Source: an optimization exercise on an open RTL-to-GDS flow (aim: small area). Production flows keep margins and buffers that such runs may drop.
RTL that was checked went through simulation tests only; none was proved equivalent to the original.
Power is estimated from default activity; no workload was simulated.

==> job 3336: inputs <==
Design Multiplier32Bit, start of the top module:
module Multiplier32Bit (
	input[31:0] multiplicand,
	input[31:0] multiplier,
	input clk,
	input enable,
	input reset_n,
	output[31:0] aBus,
	output valid
);
export LEC_CHECK = 0
export CAP_MARGIN = 20
export CORE_MARGIN = 2
export CORE_UTILIZATION = 40
export CTS_BUF_LIST = sky130_fd_sc_hd__clkbuf_8
export SLEW_MARGIN = 20
export SYNTH_HIERARCHICAL = 1
export SYNTH_MINIMUM_KEEP_SIZE = 0
create_clock -name core_clock -period 10.0 [get_ports {clk}]
standard.sh (not shown) runs the stock make flow with config.mk's settings and CLKGATE_MAP_FILE= SYNTH_SCRIPT=/design/flow/synth_recipe.tcl, a recipe that flattens the netlist after the stock synthesis.
==> flow/flow/run.sh <==
#!/bin/bash
export BUFFER_PORTS_ARGS="-buffer_cell sky130_fd_sc_hd__buf_1"
export CTS_ARGS="-sink_clustering_enable -repair_clock_nets -dont_use_dummy_load -buf_list sky130_fd_sc_hd__clkbuf_8"
export POST_FLOORPLAN_TCL="$PWD/flow/downsize.tcl"
bash standard.sh RECOVER_POWER=100 finish > standard.log 2>&1
==> flow/flow/downsize.tcl <==
# Sourced after floorplanning (POST_FLOORPLAN_TCL): set every logic cell to
# the smallest drive strength of its function. Placement-stage repair and
# timing repair size up again where timing or slew needs it.
set db [ord::get_db]
set n 0
foreach inst [[ord::get_db_block] getInsts] {
  set m [[$inst getMaster] getName]
  if {![regexp {^(sky130_fd_sc_hd__[a-z0-9]+)_([0-9]+)$} $m -> base drive]} { continue }
  if {[regexp {dfxtp|dfrtp|conb|tap|fill|decap|clkbuf|clkinv|clkdly|dly} $base]} { continue }
  foreach d {0 1 2} {
    if {$d >= $drive} { break }
    set cand "${base}_$d"
    if {[$db findMaster $cand] != "NULL" && [llength [get_lib_cells -quiet $cand]] > 0 && [lsearch $::env(DONT_USE_CELLS) $cand] < 0} {
      replace_cell [$inst getName] $cand
      incr n
      break
    }
  }
}
puts "downsize: $n cells set to their smallest drive strength"
==> inputs of job 3689, as changes to job 3336 <==
--- a/flow/design.v
+++ b/flow/design.v
@@ -394,46 +394,46 @@
 	full_adder ut_135 (.a(t_74), .b(t_73), .c(t_134), .s(t_135), .co(t_136));
 	full_adder ut_137 (.a(t_76), .b(t_75), .c(t_136), .s(t_137), .co(t_138));
 	full_adder ut_139 (.a(t_78), .b(t_77), .c(t_138), .s(t_139), .co(t_140));
 	full_adder ut_141 (.a(t_80), .b(t_79), .c(t_140), .s(t_141), .co(t_142));
 	full_adder ut_143 (.a(t_82), .b(t_81), .c(t_142), .s(t_143), .co(t_144));
-	xor2 ut_145 (.a(t_133), .b(t_132), .y(t_145));
-	inc_cell ut_146 (.s(t_135), .t(t_133), .c(t_132), .y(t_146));
-	and2 ut_147 (.a(t_133), .b(t_135), .y(t_147));
-	inc_cell ut_148 (.s(t_137), .t(t_147), .c(t_132), .y(t_148));
-	and2 ut_149 (.a(t_147), .b(t_137), .y(t_149));
-	inc_cell ut_150 (.s(t_139), .t(t_149), .c(t_132), .y(t_150));
-	and2 ut_151 (.a(t_149), .b(t_139), .y(t_151));
-	inc_cell ut_152 (.s(t_141), .t(t_151), .c(t_132), .y(t_152));
-	and2 ut_153 (.a(t_151), .b(t_141), .y(t_153));
-	inc_cell ut_154 (.s(t_143), .t(t_153), .c(t_132), .y(t_154));
-	and2 ut_155 (.a(t_153), .b(t_143), .y(t_155));
-	ao21 ut_156 (.a1(t_155), .a2(t_132), .b(t_144), .y(t_156));
-	half_adder ut_157 (.a(t_84), .b(t_83), .s(t_157), .co(t_158));
-	full_adder ut_159 (.a(t_86), .b(t_85), .c(t_158), .s(t_159), .co(t_160));
-	full_adder ut_161 (.a(t_88), .b(t_87), .c(t_160), .s(t_161), .co(t_162));
-	full_adder ut_163 (.a(t_90), .b(t_89), .c(t_162), .s(t_163), .co(t_164));
-	full_adder ut_165 (.a(t_92), .b(t_91), .c(t_164), .s(t_165), .co(t_166));
-	full_adder ut_167 (.a(t_94), .b(t_93), .c(t_166), .s(t_167), .co(t_168));
-	full_adder ut_169 (.a(t_96), .b(t_95), .c(t_168), .s(t_169), .co(t_170));
-	full_adder ut_171 (.a(t_98), .b(t_97), .c(t_170), .s(t_171), .co(t_172));
-	xor2 ut_173 (.a(t_157), .b(t_156), .y(t_173));
-	inc_cell ut_174 (.s(t_159), .t(t_157), .c(t_156), .y(t_174));
-	and2 ut_175 (.a(t_157), .b(t_159), .y(t_175));
-	inc_cell ut_176 (.s(t_161), .t(t_175), .c(t_156), .y(t_176));
-	and2 ut_177 (.a(t_175), .b(t_161), .y(t_177));
-	inc_cell ut_178 (.s(t_163), .t(t_177), .c(t_156), .y(t_178));
-	and2 ut_179 (.a(t_177), .b(t_163), .y(t_179));
-	inc_cell ut_180 (.s(t_165), .t(t_179), .c(t_156), .y(t_180));
-	and2 ut_181 (.a(t_179), .b(t_165), .y(t_181));
-	inc_cell ut_182 (.s(t_167), .t(t_181), .c(t_156), .y(t_182));
-	and2 ut_183 (.a(t_181), .b(t_167), .y(t_183));
-	inc_cell ut_184 (.s(t_169), .t(t_183), .c(t_156), .y(t_184));
-	and2 ut_185 (.a(t_183), .b(t_169), .y(t_185));
-	inc_cell ut_186 (.s(t_171), .t(t_185), .c(t_156), .y(t_186));
-	and2 ut_187 (.a(t_185), .b(t_171), .y(t_187));
-	ao21 ut_188 (.a1(t_187), .a2(t_156), .b(t_172), .y(t_188));
+	full_adder ut_145 (.a(t_84), .b(t_83), .c(t_144), .s(t_145), .co(t_146));
+	full_adder ut_147 (.a(t_86), .b(t_85), .c(t_146), .s(t_147), .co(t_148));
+	xor2 ut_149 (.a(t_133), .b(t_132), .y(t_149));
+	inc_cell ut_150 (.s(t_135), .t(t_133), .c(t_132), .y(t_150));
+	and2 ut_151 (.a(t_133), .b(t_135), .y(t_151));
+	inc_cell ut_152 (.s(t_137), .t(t_151), .c(t_132), .y(t_152));
+	and2 ut_153 (.a(t_151), .b(t_137), .y(t_153));
+	inc_cell ut_154 (.s(t_139), .t(t_153), .c(t_132), .y(t_154));
+	and2 ut_155 (.a(t_153), .b(t_139), .y(t_155));
+	inc_cell ut_156 (.s(t_141), .t(t_155), .c(t_132), .y(t_156));
+	and2 ut_157 (.a(t_155), .b(t_141), .y(t_157));
+	inc_cell ut_158 (.s(t_143), .t(t_157), .c(t_132), .y(t_158));
+	and2 ut_159 (.a(t_157), .b(t_143), .y(t_159));
+	inc_cell ut_160 (.s(t_145), .t(t_159), .c(t_132), .y(t_160));
+	and2 ut_161 (.a(t_159), .b(t_145), .y(t_161));
+	inc_cell ut_162 (.s(t_147), .t(t_161), .c(t_132), .y(t_162));
+	and2 ut_163 (.a(t_161), .b(t_147), .y(t_163));
+	ao21 ut_164 (.a1(t_163), .a2(t_132), .b(t_148), .y(t_164));
+	half_adder ut_165 (.a(t_88), .b(t_87), .s(t_165), .co(t_166));
+	full_adder ut_167 (.a(t_90), .b(t_89), .c(t_166), .s(t_167), .co(t_168));
+	full_adder ut_169 (.a(t_92), .b(t_91), .c(t_168), .s(t_169), .co(t_170));
+	full_adder ut_171 (.a(t_94), .b(t_93), .c(t_170), .s(t_171), .co(t_172));
+	xor2 ut_173 (.a(t_165), .b(t_164), .y(t_173));
+	inc_cell ut_174 (.s(t_167), .t(t_165), .c(t_164), .y(t_174));
+	and2 ut_175 (.a(t_165), .b(t_167), .y(t_175));
+	inc_cell ut_176 (.s(t_169), .t(t_175), .c(t_164), .y(t_176));
+	and2 ut_177 (.a(t_175), .b(t_169), .y(t_177));
+	inc_cell ut_178 (.s(t_171), .t(t_177), .c(t_164), .y(t_178));
+	and2 ut_179 (.a(t_177), .b(t_171), .y(t_179));
+	ao21 ut_180 (.a1(t_179), .a2(t_164), .b(t_172), .y(t_180));
+	half_adder ut_181 (.a(t_96), .b(t_95), .s(t_181), .co(t_182));
+	full_adder ut_183 (.a(t_98), .b(t_97), .c(t_182), .s(t_183), .co(t_184));
+	xor2 ut_185 (.a(t_181), .b(t_180), .y(t_185));
+	inc_cell ut_186 (.s(t_183), .t(t_181), .c(t_180), .y(t_186));
+	and2 ut_187 (.a(t_181), .b(t_183), .y(t_187));
+	ao21 ut_188 (.a1(t_187), .a2(t_180), .b(t_184), .y(t_188));
 	half_adder ut_189 (.a(t_100), .b(t_99), .s(t_189), .co(t_190));
 	full_adder ut_191 (.a(t_102), .b(t_101), .c(t_190), .s(t_191), .co(t_192));
 	full_adder ut_193 (.a(t_104), .b(t_103), .c(t_192), .s(t_193), .co(t_194));
 	full_adder ut_195 (.a(t_106), .b(t_105), .c(t_194), .s(t_195), .co(t_196));
 	full_adder ut_197 (.a(t_108), .b(t_107), .c(t_196), .s(t_197), .co(t_198));
@@ -448,23 +448,23 @@
 	assign next[7] = t_123;
 	assign next[8] = t_125;
 	assign next[9] = t_127;
 	assign next[10] = t_129;
 	assign next[11] = t_131;
-	assign next[12] = t_145;
-	assign next[13] = t_146;
-	assign next[14] = t_148;
-	assign next[15] = t_150;
-	assign next[16] = t_152;
-	assign next[17] = t_154;
-	assign next[18] = t_173;
-	assign next[19] = t_174;
-	assign next[20] = t_176;
-	assign next[21] = t_178;
-	assign next[22] = t_180;
-	assign next[23] = t_182;
-	assign next[24] = t_184;
+	assign next[12] = t_149;
+	assign next[13] = t_150;
+	assign next[14] = t_152;
+	assign next[15] = t_154;
+	assign next[16] = t_156;
+	assign next[17] = t_158;
+	assign next[18] = t_160;
+	assign next[19] = t_162;
+	assign next[20] = t_173;
+	assign next[21] = t_174;
+	assign next[22] = t_176;
+	assign next[23] = t_178;
+	assign next[24] = t_185;
 	assign next[25] = t_186;
 	assign next[26] = t_189;
 	assign next[27] = t_191;
 	assign next[28] = t_193;
 	assign next[29] = t_195;
==> comparison <==
Job 3689 completed without violations. Job 3336 produced a clean layout. Of job 3336 and job 3689, job 3336 has the higher first-iteration DRC count (gap about 13%, measured against job 3689). Die area is about the same in job 3689 and job 3336. In clock power, job 3336 and job 3689 hardly differ. In job 3336 the clock skew is higher than in job 3689, by 0.0027 ns. In clock-buffer cell count, job 3689 and job 3336 do not differ. Between job 3336 and job 3689, the lower total power is in job 3336 (gap about 1%, measured against job 3689). In job 3689 the sequential share of layout area is lower than in job 3336, by 0.066 points. Against job 3689, the maximum frequency of job 3336 is higher by about 2.6%.
The RTL of job 3689 was laid out without a check of its function.

## re-timing with driven ports
How much do the figures lean on ideal ports? The routed layouts below were timed once more, with nothing changed but the port constraints. Step 1 (the two cells are an assumption about what drives the block):
set clk [get_ports {clk}]
set_driving_cell -lib_cell sky130_fd_sc_hd__clkbuf_16 $clk
set_driving_cell -lib_cell sky130_fd_sc_hd__buf_2 [delete_from_list [all_inputs] $clk]
Step 2 times the ports against the registers' clock, not the clock port: input delays grow and output delays shrink by t, the midpoint of the rising clock arrivals with the driver on. Three values: ideal, step 1, step 2; two values: the first two.
| run | t, ns | slack for setup (ns) | worst setup path after step 2 |
|---|---|---|---|
| job 3336 | 0.323 | 0.701 / 0.706 / 0.383 | input to register |
| job 3689 | 0.344 | 0.460 / 0.474 / 0.130 | input to register |
After both steps setup and hold are still met in every run listed. For job 3689, which loses most, drivers alone change the setup slack by +0.014 ns; drivers and shift together by -0.330 ns.
